Background: an optimization exercise with open tools, aiming at a short achievable clock period and few clock cycles. Do not read the settings as production practice.
Only simulation tests tie the RTL to the original design; equivalence was not proved.
Power and IR drop assume default switching activity.

===== flow/standard.sh =====
#!/bin/bash
# synth_recipe.tcl (not shown) runs the flow's synth.tcl, then flattens the netlist and writes it again
# the make line also repeats each setting of config.mk as NAME=value (left out here)
make -C /OpenROAD-flow-scripts/flow DESIGN_CONFIG=/design/flow/config.mk WORK_HOME=/design/flow/orfs CLKGATE_MAP_FILE= SYNTH_SCRIPT=/design/flow/synth_recipe.tcl "${@:-finish}"

===== flow/design.v =====
module mux(
    input [31:0] valor1,
    input [31:0] valor2,
    input sinal_mux,
    output [31:0] endereco_saida
);
    assign endereco_saida = (sinal_mux == 0) ? valor1 : valor2;
endmodule
module PC(
    input clock,
    input reset,
    input wire [31:0] endereco_pc,  
    output reg [31:0] endereco_saida  
);
always @(posedge clock) begin
    if (reset) begin
        endereco_saida <= 32'b0;
    end
    else begin
        endereco_saida <= endereco_pc;
    end
end
endmodule
module BRegistradores(
    input clock,                   
    input reg_escrita,              
    input [4:0] endereco_regd,      
    input [4:0] endereco_reg1,      
    input [4:0] endereco_reg2,      
    input [31:0] dado_escrita,      
    output reg [31:0] valor_reg1,   
    output reg [31:0] valor_reg2    
);
    reg [31:0] registradores[1:31];  
    always @(posedge clock) begin
        if (reg_escrita && endereco_regd != 0) begin  
            registradores[endereco_regd] <= dado_escrita;
        end
    end
    always @(*) begin
        if (endereco_reg1 == 5'd0) valor_reg1 = 32'b0;
        else valor_reg1 = registradores[endereco_reg1];
    end
    always @(*) begin
        if (endereco_reg2 == 5'd0) valor_reg2 = 32'b0;
        else valor_reg2 = registradores[endereco_reg2];
    end
endmodule
module ImmGen (
    input [31:0] instrucao, 
    input [6:0] opcode,
    output reg [31:0] imm_estendido
);
    always @(*) begin
        case(opcode)
            7'b0010011:  
                imm_estendido = {{20{instrucao[31]}}, instrucao[31:20]}; 
            7'b0000011:   
                imm_estendido = {{20{instrucao[31]}}, instrucao[31:20]}; 
            7'b0100011:   
                imm_estendido = {{20{instrucao[31]}}, instrucao[31:25], instrucao[11:7]}; 
            7'b1100011:   
                imm_estendido = {{19{instrucao[31]}}, instrucao[31], instrucao[7], instrucao[30:25], instrucao[11:8], 1'b0}; 
            default:     imm_estendido = 32'b0;  
        endcase
    end
endmodule
module ALU #(parameter W = 32, parameter L = 5) (
    input  [W-1:0] a,
    input  [W-1:0] b,
    output [W-1:0] s
);
    wire [W-1:0] g [0:L];
    wire [W-1:0] p [0:L];
    assign g[0] = a & b;
    assign p[0] = a ^ b;
    genvar k, i;
    generate
        for (k = 0; k < L; k = k + 1) begin : lvl
            for (i = 0; i < W; i = i + 1) begin : bit_
                if (i >= (1 << k)) begin : comb
                    assign g[k+1][i] = g[k][i] | (p[k][i] & g[k][i-(1<<k)]);
                    assign p[k+1][i] = p[k][i] & p[k][i-(1<<k)];
                end else begin : pass
                    assign g[k+1][i] = g[k][i];
                    assign p[k+1][i] = p[k][i];
                end
            end
        end
    endgenerate
    assign s = p[0] ^ {g[L][W-2:0], 1'b0};
endmodule
module ALUControl (
    input wire [1:0] ALUop,  
    input wire [2:0] funct3,  
    output reg [3:0] operacao_selecionada  
);
always @(*) begin 
    case (ALUop)
        2'b00: operacao_selecionada = 4'b0010;  
        2'b01: operacao_selecionada = 4'b0110;  
        2'b10: begin
            case(funct3)
                3'b110:operacao_selecionada = 4'b0001;  
                3'b000:operacao_selecionada = 4'b0010;  
                3'b001:operacao_selecionada = 4'b0011;  
                default:operacao_selecionada = 4'b1111;  
            endcase
        end
        2'b11: operacao_selecionada = 4'b0000;  
        default: operacao_selecionada = 4'b1111;  
    endcase
end
endmodule
module Controle (
    input wire [6:0] opcode,         
    input wire [6:0] funct7,          
    input wire [2:0] funct3,          
    output reg [1:0] ALUop,            
    output reg sinal_leitura,          
    output reg sinal_escrita,          
    output reg reg_escrita,            
    output reg ALUSrc,                 
    output reg branch,                 
    output reg MemToReg                
);
    always @(*) begin
        case (opcode)
            7'b0000011: begin  
                ALUop = 2'b00;    
                sinal_leitura = 1;
                sinal_escrita = 0;
                reg_escrita = 1;
                ALUSrc = 1;
                branch = 0;
                MemToReg = 1;
            end
            7'b0100011: begin  
                ALUop = 2'b00;    
                sinal_leitura = 0;
                sinal_escrita = 1;
                reg_escrita = 0;
                ALUSrc = 1;
                branch = 0;
                MemToReg = 0;
            end
            7'b0110011: begin  
                ALUop = 2'b10;    
                sinal_leitura = 0;
                sinal_escrita = 0;
                reg_escrita = 1;
                ALUSrc = 0;
                branch = 0;
                MemToReg = 0;
            end
            7'b0010011: begin  
                ALUop = 2'b11;  
                sinal_leitura = 0;
                sinal_escrita = 0;
                reg_escrita = 1;
                ALUSrc = 1;
                branch = 0;
                MemToReg = 0;
            end
            7'b1100011: begin  
                ALUop = 2'b01;    
                sinal_leitura = 0;
                sinal_escrita = 0;
                reg_escrita = 0;
                ALUSrc = 0;
                branch = 1;
                MemToReg = 0;
            end
            default: begin  
                ALUop = 2'b00;
                sinal_leitura = 0;
                sinal_escrita = 0;
                reg_escrita = 0;
                ALUSrc = 0;
                branch = 0;
                MemToReg = 0;
            end
        endcase
    end
endmodule
module Processador(
    input clock,
    input reset,
    output [31:0] imem_endereco,
    input  [31:0] imem_instrucao,
    output [31:0] dmem_endereco,
    output [15:0] dmem_dado_escrita,
    output        dmem_escrita,
    input  [15:0] dmem_dado_leitura
);
    reg [31:0] pc_f;
    reg        id_valid;
    reg [31:0] id_pc;
    reg [31:0] id_ir;
    reg [31:1] id_s1, id_s2;  
    reg        stall_r;       
    reg        ex_valid;
    reg [31:0] ex_fall;       
    reg [4:0]  ex_rd;
    reg        ex_wr;         
    reg        ex_load;
    reg        ex_store;
    reg        ex_branch;     
    reg        ex_op_add, ex_op_or, ex_op_and;
    reg [31:0] ex_a, ex_b, ex_b2;    
    reg        ex_la, ex_lb;         
    reg [31:0] mem_res;       
    reg [15:0] mem_sd;
    reg        mem_we;
    reg        mem_load;
    reg        mem_wr;
    reg [4:0]  mem_rd;
    reg [31:0] wb_val;
    reg        wb_wr;
    reg [4:0]  wb_rd;
    reg [31:0] regs [1:31];
    assign imem_endereco     = pc_f;
    assign dmem_endereco     = mem_res;
    assign dmem_dado_escrita = mem_sd;
    assign dmem_escrita      = mem_we;
    wire [6:0] opc = id_ir[6:0];
    wire [4:0] rs1 = id_ir[19:15];
    wire [4:0] rs2 = id_ir[24:20];
    wire [4:0] rd  = id_ir[11:7];
    wire [2:0] f3  = id_ir[14:12];
    wire d_r      = (opc == 7'b0110011);
    wire d_andi   = (opc == 7'b0010011);
    wire d_load   = (opc == 7'b0000011);
    wire d_store  = (opc == 7'b0100011);
    wire d_branch = (opc == 7'b1100011);
    wire d_imm    = d_andi | d_load | d_store;
    wire d_wr     = (d_r | d_andi | d_load) & (rd != 5'd0);
    wire [31:0] imm_i = {{20{id_ir[31]}}, id_ir[31:20]};
    wire [31:0] imm_s = {{20{id_ir[31]}}, id_ir[31:25], id_ir[11:7]};
    reg  [31:0] rd1, rd2;
    integer j;
    always @(*) begin
        rd1 = 32'd0;
        rd2 = 32'd0;
        for (j = 1; j < 32; j = j + 1) begin
            rd1 = rd1 | ({32{id_s1[j]}} & regs[j]);
            rd2 = rd2 | ({32{id_s2[j]}} & regs[j]);
        end
    end
    wire [31:0] rf1 = (wb_wr && wb_rd == rs1 && rs1 != 5'd0) ? wb_val : rd1;
    wire [31:0] rf2 = (wb_wr && wb_rd == rs2 && rs2 != 5'd0) ? wb_val : rd2;
    wire ex_wr_v  = ex_valid & ex_wr;
    wire fa_ex    = ex_wr_v && ex_rd == rs1;
    wire fb_ex    = ex_wr_v && ex_rd == rs2;
    wire fa_mem   = mem_wr && mem_rd == rs1;
    wire fb_mem   = mem_wr && mem_rd == rs2;
    wire [31:0] mem_val = mem_load ? {{16{dmem_dado_leitura[15]}}, dmem_dado_leitura} : mem_res;
    wire stall    = stall_r & id_valid;
    wire id_go    = id_valid & ~stall;
    wire [31:0] id_fall = id_pc + 32'd4;
    wire [31:0] imm_b   = {{19{id_ir[31]}}, id_ir[31], id_ir[7], id_ir[30:25], id_ir[11:8], 1'b0};
    wire [31:0] id_target = id_pc + imm_b;
    wire [12:0] id_lo;
    wire        id_c13;
    ALU #(.W(14), .L(4)) add_far (.a({1'b0, id_pc[12:0]}), .b({1'b0, imm_b[12:0]}), .s({id_c13, id_lo}));
    wire id_far   = id_c13 ^ id_ir[31];
    wire [31:0] fi    = imem_instrucao;
    wire        f_bne = (fi[6:0] == 7'b1100011);
    wire        f_jmp = f_bne & (fi[19:15] != fi[24:20]);
    wire [31:0] f_immb = {{19{fi[31]}}, fi[31], fi[7], fi[30:25], fi[11:8], 1'b0};
    wire [12:0] f_lo;
    ALU #(.W(13), .L(4)) add_tgt (.a(pc_f[12:0]), .b(f_immb[12:0]), .s(f_lo));
    wire [31:0] f_target = {pc_f[31:13], f_lo};
    wire        f_arith = ((fi[6:0] == 7'b0110011) & (fi[14:12] != 3'b110)) | f_bne;
    wire        f_need1 = f_arith | (fi[6:0] == 7'b0000011) | (fi[6:0] == 7'b0100011);
    wire        f_dep  = (f_need1 & (fi[19:15] == rd)) | (f_arith & (fi[24:20] == rd));
    wire [31:0] a  = ex_a;
    wire [31:0] b  = ex_b;
    wire [31:0] b2 = ex_b2;
    wire [31:0] ld = {{16{dmem_dado_leitura[15]}}, dmem_dado_leitura};
    wire [31:0] al = ex_la ? ld : ex_a;      
    wire [31:0] bl = ex_lb ? ld : ex_b;
    wire [31:0] sum;
    ALU add_ex (.a(a), .b(b2), .s(sum));
    wire [31:0] res = ex_op_add ? sum :
                      ex_op_or  ? (al | bl) :
                      ex_op_and ? (al & ex_b2) :
                                  (a << b[4:0]);
    wire ex_mispred = ex_valid & ex_branch & (a == b);
    wire ex_sum_zero = ((a ^ b2) == {a[30:0] | b2[30:0], 1'b0});
    wire id_bpt      = d_branch & (rs1 != rs2);
    wire id_nt       = id_go & id_bpt & ex_op_add & ~ex_load & ex_sum_zero &
                       ((fa_ex & (rs2 == 5'd0)) | (fb_ex & (rs1 == 5'd0)));
    wire [31:0] op1 = fa_ex ? res : fa_mem ? mem_val : rf1;
    wire [31:0] op2 = fb_ex ? res : fb_mem ? mem_val : rf2;
    always @(posedge clock) begin
        if (reset) begin
            pc_f     <= 32'd0;
            stall_r  <= 1'b0;
            id_valid <= 1'b0;
            ex_valid <= 1'b0;
            mem_we   <= 1'b0;
            mem_wr   <= 1'b0;
            mem_load <= 1'b0;
            wb_wr    <= 1'b0;
        end else begin
            if (ex_mispred) begin
                pc_f     <= ex_fall;
                id_valid <= 1'b0;
            end else if (id_nt) begin
                pc_f     <= id_fall;
                id_valid <= 1'b0;
            end else if (id_go && id_bpt && id_far) begin
                pc_f     <= id_target;
                id_valid <= 1'b0;
            end else if (!stall) begin
                pc_f     <= f_jmp ? f_target : pc_f + 32'd4;
                id_valid <= 1'b1;
            end
            stall_r  <= id_go & d_load & d_wr & f_dep;
            ex_valid <= id_go & ~ex_mispred;
            mem_we   <= ex_valid & ex_store;
            mem_wr   <= ex_valid & ex_wr;
            mem_load <= ex_load;
            wb_wr    <= mem_wr;
        end
    end
    always @(posedge clock) begin
        if (!stall) begin
            id_pc <= pc_f;
            id_ir <= imem_instrucao;
            for (j = 1; j < 32; j = j + 1) begin
                id_s1[j] <= (imem_instrucao[19:15] == j);
                id_s2[j] <= (imem_instrucao[24:20] == j);
            end
        end
        begin
            ex_fall    <= id_fall;
            ex_rd      <= rd;
            ex_wr      <= d_wr;
            ex_load    <= d_load;
            ex_store   <= d_store;
            ex_branch  <= id_bpt & ~id_nt;
            ex_op_add  <= d_load | d_store | (d_r & f3 == 3'b000);
            ex_op_or   <= d_r & f3 == 3'b110;
            ex_op_and  <= d_andi;
            ex_a       <= op1;
            ex_b       <= op2;
            ex_b2      <= d_imm ? (d_store ? imm_s : imm_i) : op2;
            ex_la      <= fa_ex & ex_load;
            ex_lb      <= fb_ex & ex_load;
        end
        mem_res <= res;
        mem_sd  <= bl[15:0];
        mem_rd  <= ex_rd;
        wb_val  <= mem_val;
        wb_rd   <= mem_rd;
        if (wb_wr) regs[wb_rd] <= wb_val;
    end
endmodule

===== flow/config.mk =====
export PLATFORM = sky130hd
export DESIGN_NAME = Processador
export DESIGN_NICKNAME = Processador
export VERILOG_FILES = /design/flow/design.v
export SDC_FILE = /design/flow/constraint.sdc
export NUM_CORES = 4
export LEC_CHECK = 0
export CAP_MARGIN = 20
export CORE_MARGIN = 2
export CORE_UTILIZATION = 40
export SLEW_MARGIN = 20

===== flow/constraint.sdc =====
create_clock -name core_clock -period 10.5 [get_ports {clock}]
set_input_delay 2.1000 -clock core_clock [delete_from_list [all_inputs] [get_ports {clock}]]
set_output_delay 2.1000 -clock core_clock [all_outputs]
set_load 0.01 [all_outputs]

===== flow/flow/run.sh =====
#!/bin/bash
set -euo pipefail
bash standard.sh SETUP_SLACK_MARGIN=${MARGIN:-8} finish > standard_flow.log 2>&1

==> flow_summary.toml <==
[outcome]
outcome = "finished clean"

[cells_and_area]
area_growth_syn_to_layout_pct = 27.04
fin_nets = 5682
drive_above_1_share_pct = 29.77
register_area_um2 = 39390
multi_input_area_um2 = 27650
fillers = 13580

[synthesis]
ys_seq_area_share_pct = 60.75
yosysWarnings = 4
synth-adder-area-share_pct = 2.160
synthSimpleGateAreaFrac_pct = 8.434
yosys-mux-area-fraction_pct = 2.809
synth_xor_area_share_pct = 2.906
netlist_instances = 5104
avgSynthCellArea_um2 = 12.58
synth_fp_nets = 5263
synth_top_family_by_area = "compound AO/OA/AOI/OAI gates"
ys.flop_type = "edfxtp_1"
synth_compound_area_share_pct = 19.86
synthArstFlopShare_pct = 0
synth_area_um2 = 64190
synth_edf_count = 1118
ys_types = 85
yosys_register_bits = 1389

[drt]
first_pass_iters = 13
met3_length_um = 55560
dr_wl_met2_um = 123400
finalWirelength_um = 313100
top_layer = "met5"
ant_nets = 0
dr_total_vias = 57460
drt-met1-wl_um = 109800
wl_per_cell_um = 40.43
via_per_inst = 7.420
drtIter0Drc = 13700
drcViolationCount = 0

[setup_path]
regToRegStartpoint = "ex_b2[20]"
r2r_cells = 12
path_delay_family = "flip-flops"
worstPathArrival_ps = 1350
crit_buf_inv = 1
path_class = "flip-flop to output pin"
cp_data_required_time_ps = 8400
startpoint_type = "flip-flop"
reg2reg_slack_ps = 7250
crit_path_cell_trace = "buf_6"
r2r-end = "pc_f[2]"
cpPeakStageDelay_ps = 410
slowest_stage = "dfxtp_4"
path_max_fanout = 2
worst_setup_path_end_kind = "output pin"

[timing]
final_max_slew_viol_count = 0
max_freq_mhz = 290.1
rsz0062_at_grt = "yes"
max_slew.worst_pin.slew_ps = 1276
period_minus_slack_ps = 3447
skew_ps = 29.25
finalHoldViolations = 0
fin_crit_sh_pct = 32.83
tns_ps = 0
finalSetupViolations = 0
slew_headroom_pct = 14.94

[power]
p_total_uw = 15050
p_per_area_nw_per_um2 = 184.5
ir_worst_vdd_mv = 0.1636
p_leak_uw = 0.02838

[floorplanning]
die_area_um2 = 163700
num_rows = 147
initial_core_util_pct = 40.12
die_h_um = 404.6
fp.dieW_um = 404.6
core_um2 = 160000
io_pins = 131

[placed_design]
portBuffers = 130
place_congestion = 0.9588
dpl.hpwl_um = 165500

[grt]
grt_max_degree = 74
antenna_found_initial = 10
grt_first_pass_wirelength_um = 420500
track_usage_pct = 36.75
grt_pass1_vias = 53450
grt_remaining_overflow = 0

[cts]
path_clk_slew_ps = 70
root_buffer = "clkbuf_16"
worst_skew_pair.late_latency_ps = 800
clock_sinks = 1389
cts_tree = "yes"
cts_buffers = 144
htreeDepth = 4
cts.path.max_buffers = 3

[hold_path]
whs_endpoint = "wb_rd[0]"
hold_start = "mem_rd[0]"
holdCritPathClass = "flip-flop to flip-flop"
min_path_cells = 0

[flow_run]
cap_violations = 0
## sequential cells by signal, summed over array words and instances, names as in the netlist, 5 cells and up
| name | count |
|---|---|
| wb_rd | 5 |
| id_s1 | 31 |
| ex_rd | 5 |
| ex_b2 | 32 |
| id_ir | 32 |
| id_pc | 32 |
| pc_f | 32 |
| id_s2 | 31 |
| ex_a | 32 |
| ex_fall | 32 |
| regs | 992 |
| mem_sd | 16 |
| mem_rd | 5 |
| mem_res | 32 |
| ex_b | 32 |
| wb_val | 32 |
## cell type report
type | instances | share of cell area (%)
Timing Repair Buffer | 630 | 7.981
Clock inverter | 77 | 0.9528
Tap cell | 2086 | 3.200
Inverter | 148 | 0.7380
Multi-Input combinational cell | 3210 | 33.91
Antenna cell | 15 | 0.04603
Sequential cell | 1389 | 48.31
Clock buffer | 189 | 4.871
## cell usage after synthesis, drive strengths merged (24+ instances only)
| cell | number | share of area (%) |
|---|---|---|
| clkbuf | 294 | 1.7 |
| dfxtp | 271 | 8.5 |
| xor2 | 104 | 1.4 |
| a221oi | 337 | 4.6 |
| a222oi | 64 | 1.0 |
| a31oi | 34 | 0.33 |
| buf | 68 | 0.49 |
| nand3 | 106 | 0.83 |
| inv | 147 | 0.86 |
| a21o | 44 | 0.51 |
| edfxtp | 1118 | 52 |
| mux2i | 62 | 0.97 |
| mux4 | 24 | 0.87 |
| or3 | 27 | 0.27 |
| and3 | 58 | 0.57 |
| nand2 | 211 | 1.2 |
| a22o | 321 | 4.4 |
| nand2b | 31 | 0.30 |
| a211oi | 71 | 0.83 |
| nor2 | 247 | 1.4 |
| mux2 | 55 | 0.97 |
| nor4 | 26 | 0.28 |
| o21ai | 155 | 1.2 |
| nor3 | 98 | 0.77 |
| o22ai | 45 | 0.44 |
| xnor2 | 109 | 1.5 |
| a21oi | 176 | 1.4 |
| a22oi | 272 | 3.2 |
| ha | 106 | 2.1 |
| nand4 | 163 | 1.6 |
## worst max path at each step
stage	from	endpoint	cells past startpoint
finish	mem_res[12]	dmem_endereco[12]	1
global route	imem_instrucao[17]	pc_f[1]	14
CTS	mem_res[12]	dmem_endereco[12]	1
detailed placement	imem_instrucao[24]	pc_f[31]	10
global placement	imem_instrucao[24]	pc_f[31]	10
floorplan	imem_instrucao[9]	pc_f[8]	10
## per-layer routing
metal | track usage, % | vias up
met1 | 48.10 | 28180
met2 | 50.09 | 6206
met3 | 16.28 | 1534
met5 | 0.4460 | -
li1 | - | 21530
met4 | 20.95 | 12
## logic make-up after synthesis
group	after synthesis
buffers and inverters	510
adder cells (fa/ha/maj)	109
XOR/XNOR	213
multiplexers	141
flip-flops	1389
AND/OR/NAND/NOR	1070
AO/OA/AOI/OAI	1672
## placed cells by master (no fill, tap or decap), drive strengths merged, types with 71 or more instances in the layout
master,netlist,layout
nand2,211,212
nand4,163,163
nand3,106,107
a22oi,272,272
clkbuf,294,197
nor3,98,98
nor2,247,247
a21oi,176,176
buf,68,606
ha,106,106
a22o,321,321
a221oi,337,337
dfxtp,271,271
a211oi,71,71
inv,147,159
o21ai,155,155
xnor2,109,109
xor2,104,104
edfxtp,1118,1118
## what timing repair did
item,in CTS,in global routing
cloned,15,8
endpoints found under the hold margin,0,0
gates resized for setup,1342,328
setup buffers,236,101
pin swaps,213,172
hold buffers,0,0
endpoints found under the setup margin,1095,516
## worst reg2reg max path, delay by kind of cell, from the launching register on
family | cells | cell delay [ps]
compound gates | 2 | 310
xor+xnor | 1 | 260
fa+ha+maj | 1 | 320
buf+inv | 2 | 280
flops | 1 | 410
simple gates | 6 | 1540
## metrics by stage
| stage | hold WS [ps] | std cells | cell area (um^2) | utilization, % | setup slack, ps |
|---|---|---|---|---|---|
| floorplan | 347.9 | 5104 | 65800 | - | 6561 |
| global placement | 353.2 | 7102 | 69030 | 43.14 | 4705 |
| detailed placement | 356.9 | 7102 | 69030 | 43.14 | 4627 |
| CTS | 367.8 | 7619 | 79180 | 49.48 | 7045 |
| global route | 398.4 | 7730 | 81520 | 50.94 | 7010 |
| finish | 377.5 | 7744 | 81550 | 50.96 | 7053 |
## where the power goes
group	switching [uW]	total, uW	internal [uW]
Clock	2300	5280	2980
Sequential	547	7040	6500
Combinational	1560	2730	1160
Total	4400	15000	10600
Testbench counts, summed over its fixed seeds: cycles 14,798.

re-timing with driven ports:
How much do the figures lean on ideal ports? The routed layout below was timed once more, with nothing changed but the port constraints.
Step 1 assumes that a clkbuf_16 drives the clock port and a buf_2 every other input.
Step 2 adds t to the input delays and takes it off the output delays; t is the mean of the earliest and latest rising clock arrival at the registers after step 1. Input paths then give back, and output paths get back, about the clock's delay inside the block.
Three values: no drivers, after step 1, after step 2; two values: the first two.
shift t [ns]: 0.882
slack for setup (ns): 7.053 / 6.962 / 6.249
hold slack, ns: 0.377 / 0.377 / 0.377
After both steps setup and hold are still met in this run. For this run, drivers alone change the setup slack by -0.091 ns; drivers and shift together by -0.804 ns.
